What follows belongs to an exercise in optimizing a design on an open flow for small area; a production flow would make more cautious choices.
In this exercise RTL edits were held to simulation tests only and were not proved equivalent to the original.
Power is estimated from default activity; no workload was simulated.

--- design/flow/run.sh ---
#!/bin/bash
# synth_recipe.tcl (not shown) runs the flow's synth.tcl, then flattens the netlist and writes it again
# the make line also repeats each setting of config.mk as NAME=value (left out here)
make -C /OpenROAD-flow-scripts/flow DESIGN_CONFIG=/design/flow/config.mk WORK_HOME=/design/flow/orfs CLKGATE_MAP_FILE= SYNTH_SCRIPT=/design/flow/synth_recipe.tcl finish
--- design/flow/config.mk ---
export PLATFORM = sky130hd
export DESIGN_NAME = Uart_Top
export DESIGN_NICKNAME = Uart_Top
export VERILOG_FILES = /design/flow/design.v
export SDC_FILE = /design/flow/constraint.sdc
export NUM_CORES = 4
export LEC_CHECK = 0
export CAP_MARGIN = 20
export CORE_MARGIN = 2
export CORE_UTILIZATION = 40
export CTS_BUF_LIST = sky130_fd_sc_hd__clkbuf_16
export CTS_CLUSTER_DIAMETER = 500
export CTS_CLUSTER_SIZE = 100
export SLEW_MARGIN = 20
--- design/flow/constraint.sdc ---
create_clock -name core_clock -period 5.0 [get_ports {Sys_CLK}]
set_input_delay 1.0000 -clock core_clock [delete_from_list [all_inputs] [get_ports {Sys_CLK}]]
set_output_delay 1.0000 -clock core_clock [all_outputs]
set_load 0.01 [all_outputs]
--- design/flow/design.v ---
module Uart_ClkDiv(Sys_CLK,Sys_RST,Uart_CE);
input Sys_CLK;
input Sys_RST;
output Uart_CE;
reg [8:0]Div;
assign Uart_CE = (Div == 9'b110000010);
always@(posedge Sys_CLK or negedge Sys_RST)
begin
	if(!Sys_RST)
		Div <= 9'b001010110;
	else
		Div <= {Div[7:0], (Div[8] ^ Div[4]) & ~Uart_CE};
end
endmodule
module Uart_Tx(Sys_CLK,Sys_RST,Uart_CE,Fin,Err_Rx,Data_Rx,Hold,Signal_Tx);
input Sys_CLK;
input Sys_RST;
input Uart_CE;
input Fin;
input Err_Rx;
input [7:0]Data_Rx;
output Hold;
output Signal_Tx;
reg Signal_Tx;
reg Busy;
reg [3:0]Char_Cnt;
reg [7:0]Tx_Cnt;
reg [7:0]Cnt;
reg Presult;
reg [1:0]Data_Hi;
wire Trig = Fin && !Busy && (Tx_Cnt != 8'hEE);
wire Last = (Char_Cnt[2:0] == 3'd7);
wire Long = Last || (Char_Cnt == 4'd0);
wire Load = Busy && (Cnt[7:1] == 7'h7F) && (Cnt[0] || !Long);
wire Stop = Tx_Cnt[7] && !Tx_Cnt[6] && Tx_Cnt[4];
wire Late = Tx_Cnt[7] ? !Tx_Cnt[6] : (Tx_Cnt[6] && (Tx_Cnt[5] || Tx_Cnt[4]));
assign Hold = Busy && !(Last && Late);
reg [7:0]Char;
always@(*)
begin
	case(Char_Cnt)
		4'd8: Char = 8'h52;    
		4'd9: Char = 8'h65;    
		4'd10: Char = 8'h74;   
		4'd11: Char = 8'h75;   
		4'd12: Char = 8'h72;   
		4'd13: Char = 8'h6E;   
		4'd14: Char = 8'h3A;   
		4'd15: Char = {Data_Hi, Data_Rx[5:0]};
		4'd2: Char = 8'h45;    
		4'd3: Char = 8'h72;    
		4'd4: Char = 8'h72;    
		4'd5: Char = 8'h6F;    
		4'd6: Char = 8'h72;    
		4'd7: Char = 8'h21;    
		default: Char = 8'h0D;
	endcase
end
wire Bit = Char[Tx_Cnt[6:4]];
always@(posedge Sys_CLK or negedge Sys_RST)
begin
	if(!Sys_RST)
	begin
		Busy <= 1'b0;
		Char_Cnt <= 4'd0;
		Tx_Cnt <= 8'h90;
		Signal_Tx <= 1'b1;
	end
	else if(Uart_CE)
	begin
		if(Trig)
			Busy <= 1'b1;
		else if(Load && Last)
			Busy <= 1'b0;
		if(Load)
		begin
			if(Char_Cnt == 4'd0)
				Char_Cnt <= Err_Rx ? 4'd2 : 4'd8;
			else if(Char_Cnt == 4'd7)
				Char_Cnt <= 4'd0;
			else
				Char_Cnt <= Char_Cnt + 4'd1;
			Tx_Cnt <= 8'hEE;
		end
		else if(!Stop)
			Tx_Cnt <= Tx_Cnt + 8'd1;
		if(Tx_Cnt[3:0] == 4'd0)
		begin
			if(!Tx_Cnt[7])
				Signal_Tx <= Bit;
			else if(Tx_Cnt[6])
				Signal_Tx <= 1'b0;             
			else if(!Tx_Cnt[4])
				Signal_Tx <= Presult;          
			else
				Signal_Tx <= 1'b1;             
		end
	end
end
always@(posedge Sys_CLK)
begin
	if(Uart_CE)
	begin
		if(Trig)
		begin
			Cnt <= 8'd0;
			Data_Hi <= Data_Rx[7:6];
		end
		else
			Cnt <= Load ? 8'd0 : Cnt + 8'd1;
		if(Tx_Cnt[3:0] == 4'd0)
			Presult <= Tx_Cnt[7] ? 1'b0 : Presult ^ Bit;
	end
end
endmodule
module Uart_Rx(Sys_CLK,RST,Uart_CE,Signal_Rx,Hold,Data_Rx,Err,Fin);
input Sys_CLK;
input RST;
input Uart_CE;
input Signal_Rx;
input Hold;
output [7:0]Data_Rx;
output Err;
output Fin;               
reg [7:0]Data_Rx;
reg Err;
reg RxBuf;
reg RxFall;
reg [7:0]Cnt;
wire Idle = (Cnt == 8'd0) || (Cnt == 8'd171);
wire Samp = Uart_CE && !Hold && (Cnt[3:0] == 4'd9) && (Cnt[7:4] != 4'd0);
assign Fin = (Cnt == 8'd171);
always@(posedge Sys_CLK or negedge RST)
begin
	if(!RST)
	begin
		RxBuf <= 1'b1;
		RxFall <= 1'b0;
		Cnt <= 8'd0;
	end
	else if(Uart_CE)
	begin
		RxBuf <= Signal_Rx;
		RxFall <= RxBuf & ~Signal_Rx;
		Cnt <= Idle ? {7'd0, RxFall} : Cnt + 8'd1;
	end
end
always@(posedge Sys_CLK)
begin
	if(Samp)
	begin
		if(Cnt[7:4] <= 4'd8)                  
			Data_Rx <= {Signal_Rx, Data_Rx[7:1]};
		if(Cnt[7:4] == 4'd1)
			Err <= Signal_Rx;
		else if(Cnt[7:4] == 4'd10)            
			Err <= Err | ~Signal_Rx;
		else                                  
			Err <= Err ^ Signal_Rx;
	end
end
endmodule
module Uart_Top(Sys_CLK,Sys_RST,Signal_Tx,Signal_Rx);
input Sys_CLK;
input Sys_RST;
input Signal_Rx;
output Signal_Tx;
wire Uart_CE;
wire [7:0]Data_Rx;
wire Err;
wire Fin;
wire Hold;
Uart_ClkDiv Uart_ClkDiv(.Sys_CLK(Sys_CLK),.Sys_RST(Sys_RST),.Uart_CE(Uart_CE));
Uart_Rx Uart_Rx(.Sys_CLK(Sys_CLK),.RST(Sys_RST),.Uart_CE(Uart_CE),.Signal_Rx(Signal_Rx),.Hold(Hold),
				.Data_Rx(Data_Rx),.Err(Err),.Fin(Fin));
Uart_Tx Uart_Tx(.Sys_CLK(Sys_CLK),.Sys_RST(Sys_RST),.Uart_CE(Uart_CE),.Fin(Fin),.Err_Rx(Err),
				.Data_Rx(Data_Rx),.Hold(Hold),.Signal_Tx(Signal_Tx));
endmodule
==> summary.md, run 1 <==
| Metric | Value |
|---|---|
| CP max FO | `16` |
| Status | `complete, no violations` |
| Postcts setup bufs | `0` |
| Crit path required time | `between 4 and 5 ns` |
| Mapped Nets | `302` |
| Commonest cells post-synth | `nor2_1, dfrtp_1, nand2_1, o21ai_0, edfxtp_1` |
| Final Hold Fails | `0` |
| Fin crit share | `0.507` |
| RSZ-0062 raised after global routing | `no` |
| Largest net degree at the start of global routing | `34` |
| Fin nets | `~300` |
| Peak VDD IR | `about 0.15 mV` |
| Clk root buf | `clkbuf_16` |
| Initial core utilization | `0.409` |
| R2R cell count | `5` |
| GRT Max-Usage Layer | `met2` |
| Final setup fails | `0` |
| Antenna-violating nets left | `0` |
| Least-Margin Pin Slew | `slightly above 0.7 ns` |
| DRT iter0 DRCs | `160` |
| Number of port buffers | `3` |
| CP Class | `flop to flop` |
| Via count | `around 2.0k` |
| Fin crit period | `about 2.5 ns` |
| PostCTS Resize Cnt | `0` |
| Static Leak | `approximately 1.2 nW` |
| GP Congestion | `about 0.8` |
| Drt total wl | `~5500 um` |
| Top-area cell type share of the netlist area | `0.213` |
| DP Area | `between 3000 and 4000 sq um` |
| Overall global routing resource usage | `0.149` |
| Top_reg_cell synth | `dfrtp_1` |
| Pre-CTS WS | `2.46 ns` |
| Die X | `~90 um` |
| CTS buffer count | `5` |
| Die Height | `89.7 um` |
| Clk sinks | `53` |
| Synth top area cells | `dfrtp_1, edfxtp_1, dfstp_2` |
| Final Worst Setup Slack | `between 2 and 2.5 ns` |
| Slew HR | `0.515` |
| Vias in the first global route | `a little under 2k` |
| Grt ovf | `0` |
| # DRC | `0` |
| Post-synth top area cell | `dfrtp_1` |
| GRT met2 Usage | `0.240` |
| Area grow syn2layout | `8.39%` |
| Total Power | `just over 800 uW` |
| Antenna violations before repair | `0` |
| Io pins | `4` |
| Min-delay worst type | `flop to flop` |
| Post-Synthesis Cells | `286` |
| Post-synth EDFFs | `20` |
| Final setup TNS | `0 ns` |
| Die area | `about 8000 sq um` |
| Mapped Area | `between 2000 and 3000 sq um` |
| Fmax | `395 MHz` |
| Netlist cell types | `between 50 and 60` |
| Dpl hpwl | `between 3000 and 4000 um` |
| Async SR Flop Fraction | `0.623` |
| Register area share after synthesis | `0.489` |
| Fraction of layout cells with a size suffix above 1 | `0.106` |
| First-pass GRT wire length | `about 9400 um` |
| Core area | `between 7000 and 8000 sq um` |
| Vias per inst | `around 5.3` |
| Synth Register Bits | `53` |
| Final Cell Area | `between 3000 and 4000 sq um` |
| N_diodes | `0` |
| WL/cell | `14.3 um` |
| CTS Hold Bufs | `0` |
| DRT Pass-1 Iters | `4` |
| CTS tree | `yes` |
| Yosys warning count | `3` |
| Syn Area/Cell | `a little over 10 sq um` |
| CP arrival | `2.49 ns` |
| Clock buffer depth | `2` |
| H-tree Lvls | `2` |
| Power per cell area | `259 nW/um^2` |
| Layout Skew | `~0.01 ns` |
| Top-count cell post-synth | `nor2_1` |
| Row cnt | `31` |
| Clock latency on the worst-skew pair | `approximately 0.29 ns` |
| Met3 usage | `0.0247` |
| Clock transition at path regs | `about 0.070 ns` |
| Startpoint types | `flop` |
| Hold path depth | `0` |
| Slew Limit Fails | `0` |
| Max cap viols | `0` |
| Crit end category | `flop` |
| GR Layer Usage met1 | `0.211` |
==> cell usage in the layout, fill, tap and decap left out, types with 2 or more instances in the layout <==
cell type	instances
nor2_1	26
dfrtp_1	25
o21ai_0	24
nand2_1	24
edfxtp_1	20
a21oi_1	16
nand3_1	15
ha_1	13
inv_1	12
dfstp_2	8
mux2i_1	7
nand4_1	7
and3_1	6
clkbuf_16	6
xnor2_1	5
xor2_1	5
a31oi_1	5
nor3b_1	3
nand3b_1	3
o31ai_1	3
o211ai_1	3
clkdlybuf4s50_1	3
nor2b_1	2
and2_1	2
nor3_1	2
o2111ai_1	2
nand4b_1	2
a211o_1	2
mux2_2	2
o22ai_1	2
o22a_1	2
==> registers in the layout, indices dropped and copies added, names as in the netlist <==
| signal | cells |
|---|---|
| Uart_Tx.Signal_Tx | 1 |
| Uart_Rx.Data_Rx | 8 |
| Uart_Tx.Cnt | 8 |
| Uart_Rx.RxFall | 1 |
| Uart_Tx.Presult | 1 |
| Uart_Tx.Data_Hi | 2 |
| Uart_Rx.RxBuf | 1 |
| Uart_Tx.Tx_Cnt | 8 |
| Uart_ClkDiv.Div | 9 |
| Uart_Tx.Busy | 1 |
| Uart_Rx.Err | 1 |
| Uart_Rx.Cnt | 8 |
| Uart_Tx.Char_Cnt | 4 |
==> logic make-up after synthesis <==
family / count (synthesis) / synth area share
compound gates: 69 / 0.150
xor+xnor: 10 / 0.0298
fa+ha+maj: 13 / 0.0554
buf+inv: 26 / 0.0418
flops: 53 / 0.489
mux: 9 / 0.0315
simple gates: 106 / 0.202
==> worst paths after layout <==
check                                     from            endpoint  slack [ns]
setup / recovery           Uart_Tx.Char_Cnt[1]  Uart_Rx.Data_Rx[0]        2.47
hold / removal              Uart_ClkDiv.Div[1]  Uart_ClkDiv.Div[2]        0.37
setup reg to reg           Uart_Tx.Char_Cnt[1]  Uart_Rx.Data_Rx[0]        2.47
hold reg to reg             Uart_ClkDiv.Div[1]  Uart_ClkDiv.Div[2]        0.37
max in group asynchronous              Sys_RST       Uart_Rx.RxBuf        3.55
min in group asynchronous              Sys_RST        Uart_Tx.Busy        1.12
==> final cells by class <==
cell class | count | area (sq um)
inverters | 12 | 45.0
fillers | 677 | 3990
clock buffers | 6 | 150
flip-flops and latches | 53 | 1440
clock inverters | 2 | 12.5
well taps | 99 | 124
repair buffers | 4 | 37.5
multi-input cells | 207 | 1380
==> critical path, stage by stage (launching register included) <==
cell,delay [ns]
dfrtp_1,0.41
ha_1,0.49
ha_1,0.29
o21ai_0,0.14
a2111oi_2,0.46
and2_1,0.41
==> metrics by stage <==
step | utilization | hold slack, ns | std cells
global route | 0.444 | 0.376 | 383
finish | 0.444 | 0.367 | 383
CTS | 0.444 | 0.367 | 383
floorplan | - | 0.351 | 286
detailed placement | 0.421 | 0.355 | 375
global placement | 0.421 | 0.352 | 375
==> per-layer routing <==
metal	vias up	routed length, um
met5	-	0
met4	0	29
met1	963	2780
met2	21	2550
met3	2	107
li1	1039	-
==> power breakdown <==
part	internal [mW]	switching, mW
Clock	0.216	0.150
Combinational	0.00241	0.00660
Sequential	0.449	0
==> inputs of run 2 (changes only) <==
--- a/design/flow/config.mk
+++ b/design/flow/config.mk
@@ -8,7 +8,4 @@
 export CAP_MARGIN = 20
 export CORE_MARGIN = 2
 export CORE_UTILIZATION = 40
-export CTS_BUF_LIST = sky130_fd_sc_hd__clkbuf_16
-export CTS_CLUSTER_DIAMETER = 500
-export CTS_CLUSTER_SIZE = 100
 export SLEW_MARGIN = 20
==> summary.md, run 2 <==
| Metric | Value |
|---|---|
| Status | `complete, no violations` |
| GRT Max-Usage Layer | `met2` |
| Top-area cell type share of the netlist area | `0.213` |
| CP max FO | `16` |
| Clock buffer depth | `2` |
| Syn Area/Cell | `between 10 and 15 sq um` |
| Psw | `approximately 150 uW` |
| Synth Register Bits | `53` |
| Fin crit share | `0.504` |
| Final non-filler cell total | `about 380` |
| Layout Skew | `~0.0089 ns` |
| Top-count cell post-synth | `nor2_1` |
| Min-delay worst type | `flop to flop` |
| Startpoint types | `flop` |
| Crit path launch | `Uart_Tx.Char_Cnt[1]` |
| Crit end category | `flop` |
| Largest net degree at the start of global routing | `34` |
| Antenna-violating nets left | `0` |
| Clk root buf | `clkbuf_8` |
| Number of port buffers | `3` |
| Commonest non-fill, non-tap cells in the layout | `nor2_1, dfrtp_1, o21ai_0, nand2_1, edfxtp_1` |
| Mapped Nets | `roughly 300` |
| Reg power frac | `0.614` |
| Flop2flop setup slack | `roughly 2.5 ns` |
| Die X | `89.7 um` |
| Vias per inst | `approximately 5.3` |
| Fmax | `around 400 MHz` |
| Max cap viols | `0` |
| Worst Hold Launch | `Uart_ClkDiv.Div[1]` |
| Final setup fails | `0` |
| Met3 usage | `0.0366` |
| Pre-CTS WS | `about 2.5 ns` |
| Crit path required time | `4.99 ns` |
| CP arrival | `~2.5 ns` |
| GP Congestion | `about 0.82` |
| Clock latency on the worst-skew pair | `just over 0.3 ns` |
| Core area | `7180 sq um` |
| Antenna violations before repair | `0` |
| PostCTS Resize Cnt | `0` |
| Final Hold Fails | `0` |
| Fin nets | `about 300` |
| Final Worst Setup Slack | `2.48 ns` |
| Reg2reg start | `Uart_Tx.Char_Cnt[1]` |
| Mapped Area | `a little under 3000 sq um` |
| Yosys warning count | `3` |
| Placed cells | `about 380` |
| Drt total wl | `roughly 5500 um` |
| Register area share after synthesis | `0.489` |
| Row cnt | `31` |
| Fillers | `slightly below 700` |
| P_int | `between 500 and 600 uW` |
| CTS tree | `yes` |
| Static Leak | `1.15 nW` |
| Postcts setup bufs | `0` |
| Die area | `a little over 8000 sq um` |
| Fraction of layout cells with a size suffix above 1 | `0.106` |
| Flip-flop count of the largest register after layout | `9` |
| H-tree Lvls | `2` |
| Top_reg_cell synth | `dfrtp_1` |
| Fin crit period | `approximately 2.5 ns` |
| Sequential Area | `around 1400 sq um` |
| Async SR Flop Fraction | `0.623` |
| Clk sinks | `53` |
| Post-Synthesis Cells | `approximately 290` |
| Overall global routing resource usage | `0.150` |
| Clock transition at path regs | `0.10 ns` |
| Register with the most flip-flops | `Uart_ClkDiv.Div` |
| GR Layer Usage met1 | `0.210` |
| Grt ovf | `0` |
| Switching Fraction | `0.203` |
| CTS buffer count | `5` |
| Commonest cells post-synth | `nor2_1, dfrtp_1, nand2_1, o21ai_0, edfxtp_1` |
| Final setup TNS | `0 ns` |
| CTS Hold Bufs | `0` |
| WL/cell | `around 14 um` |
| Initial core utilization | `0.409` |
| Commonest non-fill, non-tap cell in the layout | `nor2_1` |
| Netlist cell types | `58` |
| Area grow syn2layout | `6.48%` |
| Total Power | `731 uW` |
| Post-synth top area cell | `dfrtp_1` |
| CP Class | `flop to flop` |
| Least-Margin Pin Slew | `approximately 0.73 ns` |
| GRT met2 Usage | `0.236` |
| Dpl hpwl | `about 3800 um` |
| Peak VDD IR | `roughly 0.12 mV` |
| RSZ-0062 raised after global routing | `no` |
| Clk pwr share | `0.374` |
| Multi-input gate area in the final layout | `between 1000 and 1500 sq um` |
| First-pass GRT wire length | `around 9300 um` |
| Io pins | `4` |
| Gate power share | `0.012` |
| DRT iter0 DRCs | `130` |
| N_diodes | `0` |
| Via count | `approximately 2k` |
| Slew Limit Fails | `0` |
| Power per cell area | `roughly 230 nW/um^2` |
| Synth top area cells | `dfrtp_1, edfxtp_1, dfstp_2` |
| # DRC | `0` |
| DRT Pass-1 Iters | `4` |
| Slew HR | `0.513` |
| Utilization after layout | `0.436` |
| Vias in the first global route | `just under 2k` |
| Die Height | `approximately 90 um` |
| Post-synth EDFFs | `20` |
[run 2: cell counts after synthesis]
Identical to the previous run, type by type.
[run 2: kinds of logic (layout without fill, tap and decap cells)]
group                      Yosys count  in the layout  synth area share
muxes                                9              9            0.0315
DFF                                 53             53             0.489
adders and majority gates           13             13            0.0554
xor gates and xnor gates            10             10            0.0298
buffers and inverters               26             24            0.0418
AOI/OAI and AO/OA                   69             69             0.150
and+or+nand+nor                    106            106             0.202
[run 2: stage by stage]
stage          hold WS, ns  area, sq um
6_report             0.371         3130
5_1_grt              0.381         3130
4_1_cts              0.372         3130
3_5_place_dp         0.355         3020
3_3_place_gp         0.352         3020
2_1_floorplan        0.351         2940
[run 2: path summary, 6_finish.rpt]
| kind | to | cells past startpoint |
|---|---|---|
| setup / recovery | Uart_Rx.Data_Rx[1] | 5 |
| hold reg to reg | Uart_ClkDiv.Div[2] | 0 |
| min in group asynchronous | Uart_Tx.Busy | 2 |
| max in group asynchronous | Uart_Rx.RxBuf | 2 |
| hold / removal | Uart_ClkDiv.Div[2] | 0 |
| setup reg to reg | Uart_Rx.Data_Rx[1] | 5 |
[run 2: metal layers]
metal / vias to the layer above / share of wire
li1: 1038 / -
met1: 965 / 0.50
met2: 25 / 0.46
met3: 5 / 0.030
met4: 0 / 0.0073
met5: - / 0
[run 2: final cells by class]
cell class / instances / share of cell area
Timing Repair Buffer: 4 / 0.0120
Multi-Input combinational cell: 207 / 0.441
Sequential cell: 53 / 0.459
Inverter: 12 / 0.0144
Clock buffer: 7 / 0.0312
Clock inverter: 1 / 0.00280
Tap cell: 99 / 0.0396
[run 2: critical path: stages (launching register included)]
cell       delay, ns
dfrtp_1         0.42
ha_1            0.50
ha_1            0.28
o21ai_0         0.14
a2111oi_2       0.46
and2_1          0.41
[run 2: power groups by stage]
stage | Clock [mW] | Sequential, mW | Combinational (mW)
2_1_floorplan | 0 | 0.457 | 0.00106
4_1_cts | 0.283 | 0.449 | 0.00940
3_3_place_gp | 0 | 0.457 | 0.00940
6_report | 0.273 | 0.449 | 0.00901
3_5_place_dp | 0 | 0.457 | 0.00945
5_1_grt | 0.297 | 0.449 | 0.0107

re-timing with driven ports:
No port has a modelled driver above. Below, the same layouts with a new extraction and two added sets of constraints. Step 1 sets driving cells, clkbuf_16 on the clock port and buf_2 on the other inputs (assumed; they add their load-dependent delay and slew). Step 2 moves the port delays by t, midway between the first and last clock arrival at a register: inputs arrive t later, outputs are due t later. That takes back most of the time a late clock gives input paths. a / b / c = ideal ports / drivers / drivers and shift; a / b = the first two.
run | t (ns) | slack for setup (ns) | latest minus earliest clock arrival (ns)
run 1 | 0.317 | 2.467 / 2.467 / 2.467 | 0.009 / 0.010
run 2 | 0.335 | 2.478 / 2.478 / 2.478 | 0.009 / 0.009
After both steps setup and hold are still met in every run listed.
